This is an optimization exercise on Yosys and OpenROAD, whose aim is small area, not a production implementation.
In this exercise RTL edits were held to simulation tests only and were not proved equivalent to the original.

== P ==
==> flow/design.v <==
`timescale 1ns / 1ps
module LineBuffer
               #(parameter LINE_W = 64)  
               (input clk,
               input [7:0] input_data,
               input shift,
               output [7:0] tap1,           
               output [7:0] tap_r,          
               output [7:0] tap_c,          
               output [7:0] tap_l,          
               output [7:0] tap_w,          
               output [7:0] tap_t);         
localparam N = 2*LINE_W;
reg [8*N-1:0] chain;
always @(posedge clk)
  if (shift)
    chain <= {chain[8*N-9:0], input_data};
assign tap1  = chain[8*1-1 -: 8];
assign tap_r = chain[8*(LINE_W-1)-1 -: 8];
assign tap_c = chain[8*LINE_W-1 -: 8];
assign tap_l = chain[8*(LINE_W+1)-1 -: 8];
assign tap_w = chain[8*(N-1)-1 -: 8];
assign tap_t = chain[8*N-1 -: 8];
endmodule
`timescale 1ns / 1ps
module MulAcc
               (input [7:0] c,  
               input [7:0] l,   
               input [7:0] r,   
               input [7:0] t,   
               input [7:0] b,   
               output [7:0] pixel_odata);
wire w1 = l[0] ^ r[0];
wire w2 = l[0] & r[0];
wire w3 = l[1] ^ r[1] ^ t[1];
wire w4 = (l[1] & (r[1] | t[1])) | (r[1] & t[1]);
wire w5 = l[2] ^ r[2] ^ t[2];
wire w6 = (l[2] & (r[2] | t[2])) | (r[2] & t[2]);
wire w7 = l[3] ^ r[3] ^ t[3];
wire w8 = (l[3] & (r[3] | t[3])) | (r[3] & t[3]);
wire w9 = l[4] ^ r[4] ^ t[4];
wire w10 = (l[4] & (r[4] | t[4])) | (r[4] & t[4]);
wire w11 = l[5] ^ r[5] ^ t[5];
wire w12 = (l[5] & (r[5] | t[5])) | (r[5] & t[5]);
wire w13 = l[6] ^ r[6] ^ t[6];
wire w14 = (l[6] & (r[6] | t[6])) | (r[6] & t[6]);
wire w15 = l[7] ^ r[7] ^ t[7];
wire w16 = (l[7] & (r[7] | t[7])) | (r[7] & t[7]);
wire w17 = t[0] ^ b[0];
wire w18 = t[0] & b[0];
wire w19 = b[1] ^ w2 ^ w3;
wire w20 = (b[1] & (w2 | w3)) | (w2 & w3);
wire w21 = b[2] ^ w4 ^ w5;
wire w22 = (b[2] & (w4 | w5)) | (w4 & w5);
wire w23 = b[3] ^ w6 ^ w7;
wire w24 = (b[3] & (w6 | w7)) | (w6 & w7);
wire w25 = b[4] ^ w8 ^ w9;
wire w26 = (b[4] & (w8 | w9)) | (w8 & w9);
wire w27 = b[5] ^ w10 ^ w11;
wire w28 = (b[5] & (w10 | w11)) | (w10 & w11);
wire w29 = b[6] ^ w12 ^ w13;
wire w30 = (b[6] & (w12 | w13)) | (w12 & w13);
wire w31 = b[7] ^ w14 ^ w15;
wire w32 = (b[7] & (w14 | w15)) | (w14 & w15);
wire w33 = w1 ^ w17;
wire w34 = w1 & w17;
wire w35 = w18 ^ w19 ^ w34;
wire w36 = (w18 & (w19 | w34)) | (w19 & w34);
wire w37 = w20 ^ w21 ^ w36;
wire w38 = (w20 & (w21 | w36)) | (w21 & w36);
wire w39 = w22 ^ w23 ^ w38;
wire w40 = (w22 & (w23 | w38)) | (w23 & w38);
wire w41 = w24 ^ w25 ^ w40;
wire w42 = (w24 & (w25 | w40)) | (w25 & w40);
wire w43 = w26 ^ w27 ^ w42;
wire w44 = (w26 & (w27 | w42)) | (w27 & w42);
wire w45 = w28 ^ w29 ^ w44;
wire w46 = (w28 & (w29 | w44)) | (w29 & w44);
wire w47 = w30 ^ w31 ^ w46;
wire w48 = (w30 & (w31 | w46)) | (w31 & w46);
wire w49 = w16 ^ w32 ^ w48;
wire w50 = (w16 & (w32 | w48)) | (w32 & w48);
wire w51 = c[0] ^ c[2];
wire w52 = c[0] & c[2];
wire w53 = c[1] ^ c[3] ^ w52;
wire w54 = (c[1] & (c[3] | w52)) | (c[3] & w52);
wire w55 = c[2] ^ c[4] ^ w54;
wire w56 = (c[2] & (c[4] | w54)) | (c[4] & w54);
wire w57 = c[3] ^ c[5] ^ w56;
wire w58 = (c[3] & (c[5] | w56)) | (c[5] & w56);
wire w59 = c[4] ^ c[6] ^ w58;
wire w60 = (c[4] & (c[6] | w58)) | (c[6] & w58);
wire w61 = c[5] ^ c[7] ^ w60;
wire w62 = (c[5] & (c[7] | w60)) | (c[7] & w60);
wire w63 = c[6] ^ w62;
wire w64 = c[6] & w62;
wire w65 = c[7] ^ w64;
wire w66 = c[7] & w64;
wire w67 = w33 ^ ~c[0];
wire w68 = w33 & ~c[0];
wire w69 = w35 ^ ~c[1] ^ w68;
wire w70 = (w35 & (~c[1] | w68)) | (~c[1] & w68);
wire w71 = w37 ^ ~w51 ^ w70;
wire w72 = (w37 & (~w51 | w70)) | (~w51 & w70);
wire w73 = w39 ^ ~w53 ^ w72;
wire w74 = (w39 & (~w53 | w72)) | (~w53 & w72);
wire w75 = w41 ^ ~w55 ^ w74;
wire w76 = (w41 & (~w55 | w74)) | (~w55 & w74);
wire w77 = w43 ^ ~w57 ^ w76;
wire w78 = (w43 & (~w57 | w76)) | (~w57 & w76);
wire w79 = w45 ^ ~w59 ^ w78;
wire w80 = (w45 & (~w59 | w78)) | (~w59 & w78);
wire w81 = w47 ^ ~w61 ^ w80;
wire w82 = (w47 & (~w61 | w80)) | (~w61 & w80);
wire w83 = w49 ^ ~w63 ^ w82;
wire w84 = (w49 & (~w63 | w82)) | (~w63 & w82);
wire w85 = w50 ^ ~w65 ^ w84;
wire w86 = (w50 & (~w65 | w84)) | (~w65 & w84);
wire w87 = ~w66 ^ w86;
wire w88 = ~w66 & w86;
wire w89 = 1'b1 ^ w88;
wire w90 = 1'b1 & w88;
wire [7:0] u = {w81, w79, w77, w75, w73, w71, w69, w67};  
wire pos = w89;  
wire [7:0] ones;
assign ones[0] = 1'b1;
genvar i;
generate for (i = 1; i < 8; i = i + 1) begin : g_abs
  assign ones[i] = ones[i-1] & u[i-1];
end endgenerate
assign pixel_odata = u ^ ({8{pos}} | ones);
endmodule
`timescale 1ns / 1ps
module CntrLogic
                ( input clk,
                input reset,  
                input is_valid_input,
                output col_first,  
                output col_last,   
                output rows_ok     
);
reg [5:0] col;
reg [1:0] rows;
wire fb = col[5] ^ col[4] ^ (col[4:0] == 5'd0);
assign col_first = (col == 6'b000000);
assign col_last  = (col == 6'b100000);
assign rows_ok   = rows[1];
always @(posedge clk) begin
  if (reset) begin
    col <= 0;
    rows <= 0;
  end else if (is_valid_input) begin
    col <= {col[4:0], fb};
    if (col_last && !rows[1])
      rows <= rows + 1'b1;
  end
end
endmodule
`timescale 1ns / 1ps
module TopModule(
input axis_clk,
input axis_resetn,
input i_datavalid,
input [7:0] idata,
output s_axis_ready,
output o_datavalid,
output [7:0] odata,
input m_axis_ready,  
output intr
    );
localparam LINE_W = 64;
wire reset = !axis_resetn;
wire col_first, col_last, rows_ok;
wire [7:0] tap1, tap_r, tap_c, tap_l, tap_w, tap_t;
wire [7:0] result;
reg [7:0] odata_r;
reg       ovalid_r;
reg [7:0] last_px;   
reg       last_due;  
assign s_axis_ready = 1'b1;
assign o_datavalid = ovalid_r;
assign odata = odata_r;
assign intr = last_due;
CntrLogic ctrl (
  .clk(axis_clk), .reset(reset), .is_valid_input(i_datavalid),
  .col_first(col_first), .col_last(col_last), .rows_ok(rows_ok));
LineBuffer #(.LINE_W(LINE_W)) lines (
  .clk(axis_clk), .input_data(idata), .shift(i_datavalid),
  .tap1(tap1), .tap_r(tap_r), .tap_c(tap_c), .tap_l(tap_l),
  .tap_w(tap_w), .tap_t(tap_t));
MulAcc mac (
  .c(tap_c),
  .l(col_first ? tap1 : tap_l),
  .r(col_last ? tap_w : tap_r),
  .t(tap_t),
  .b(idata),
  .pixel_odata(result));
wire take = i_datavalid & rows_ok;
always @(posedge axis_clk) begin
  if (reset) begin
    ovalid_r <= 1'b0;
    last_due <= 1'b0;
  end else begin
    ovalid_r <= last_due | (take & !col_first);
    last_due <= take & col_last;
  end
end
always @(posedge axis_clk) begin
  if (take & col_first)
    last_px <= result;
  if (last_due)
    odata_r <= last_px;
  else
    odata_r <= result;
end
endmodule
export LEC_CHECK = 0
export CAP_MARGIN = 5
export CORE_MARGIN = 2
export CORE_UTILIZATION = 65
export PLACE_DENSITY = 0.8
export SLEW_MARGIN = 5
create_clock -name core_clock -period 10.0 [get_ports {axis_clk}]
standard.sh (not shown) runs the stock make flow with config.mk's settings and CLKGATE_MAP_FILE= SYNTH_SCRIPT=/design/flow/synth_recipe.tcl, a recipe that flattens the netlist after the stock synthesis.
==> flow/flow/run.sh <==
#!/bin/bash
# Standard ORFS layout with two changes: the clock tree uses clkbuf_16 only,
# with sink clusters of up to 34 flip-flops and no dummy loads, and the
# port buffers are buf_1.
set -euo pipefail
export CTS_ARGS="-sink_clustering_enable -repair_clock_nets -sink_clustering_size 20 -sink_clustering_max_diameter 100 -dont_use_dummy_load -buf_list sky130_fd_sc_hd__clkbuf_8"
export BUFFER_PORTS_ARGS="-buffer_cell sky130_fd_sc_hd__buf_1"
bash standard.sh > standard.log 2>&1
[inputs] Q vs P
- CORE_UTILIZATION changed from 65 to 80
- SLEW_MARGIN changed from 5 to 20
- CAP_MARGIN changed from 5 to 20
- PLACE_DENSITY changed from 0.8 to 0.92
==> flow/flow/run.sh <==
#!/bin/bash
# Standard ORFS layout with two changes: the clock tree uses clkbuf_16 only,
# with sink clusters of up to 32 flip-flops and no dummy loads, and the
# port buffers are buf_1.
set -euo pipefail
export CTS_ARGS="-sink_clustering_enable -repair_clock_nets -sink_clustering_size 36 -sink_clustering_max_diameter 100 -dont_use_dummy_load -buf_list sky130_fd_sc_hd__clkbuf_16"
export BUFFER_PORTS_ARGS="-buffer_cell sky130_fd_sc_hd__buf_1"
bash standard.sh > standard.log 2>&1
==> run summary <==
- The number of placed cells counting well taps in Q sits about 7% below the value recorded for P.
- The flow ran to completion for all of Q and P but Q, which stopped partway.
- From P to Q the numbers moved as follows: post-placement setup slack now smaller; area after synthesis comparable; width of the die now smaller.
- Summary of Q over P: row count now sits lower, number of clock buffers inserted by TritonCTS went down.
- Delta(standard cell area after detailed placement, Q - P) < 0
- On flip-flop and latch count after synthesis, Q tracks P almost exactly.
- Reported for Q and P, synthesized-area fraction occupied by ao, oa, aoi and oai cells turned out identical to the last digit.

## afterwards: timing with drivers on the ports
Ports are ideal in the flow. The routed layout listed here was re-timed in OpenROAD. Step 1 assumes that a clkbuf_16 drives the clock port and a buf_2 every other input. Step 2 also shifts input and output timing later by t, the mid clock arrival at the registers, as if the neighbouring blocks saw the same clock. Three values: ideal ports, drivers, drivers and shift; two values: the first two.
run: P
shift t [ns]: 0.726
setup WS [ns]: 3.477 / 3.477 / 3.202
hold slack, ns: 0.385 / 0.385 / 0.385
worst data-port slew with drivers (ns): 0.08
After both steps setup and hold are still met in P. The setup slack of P moves by 0.000 ns with the drivers and by -0.275 ns with both steps.
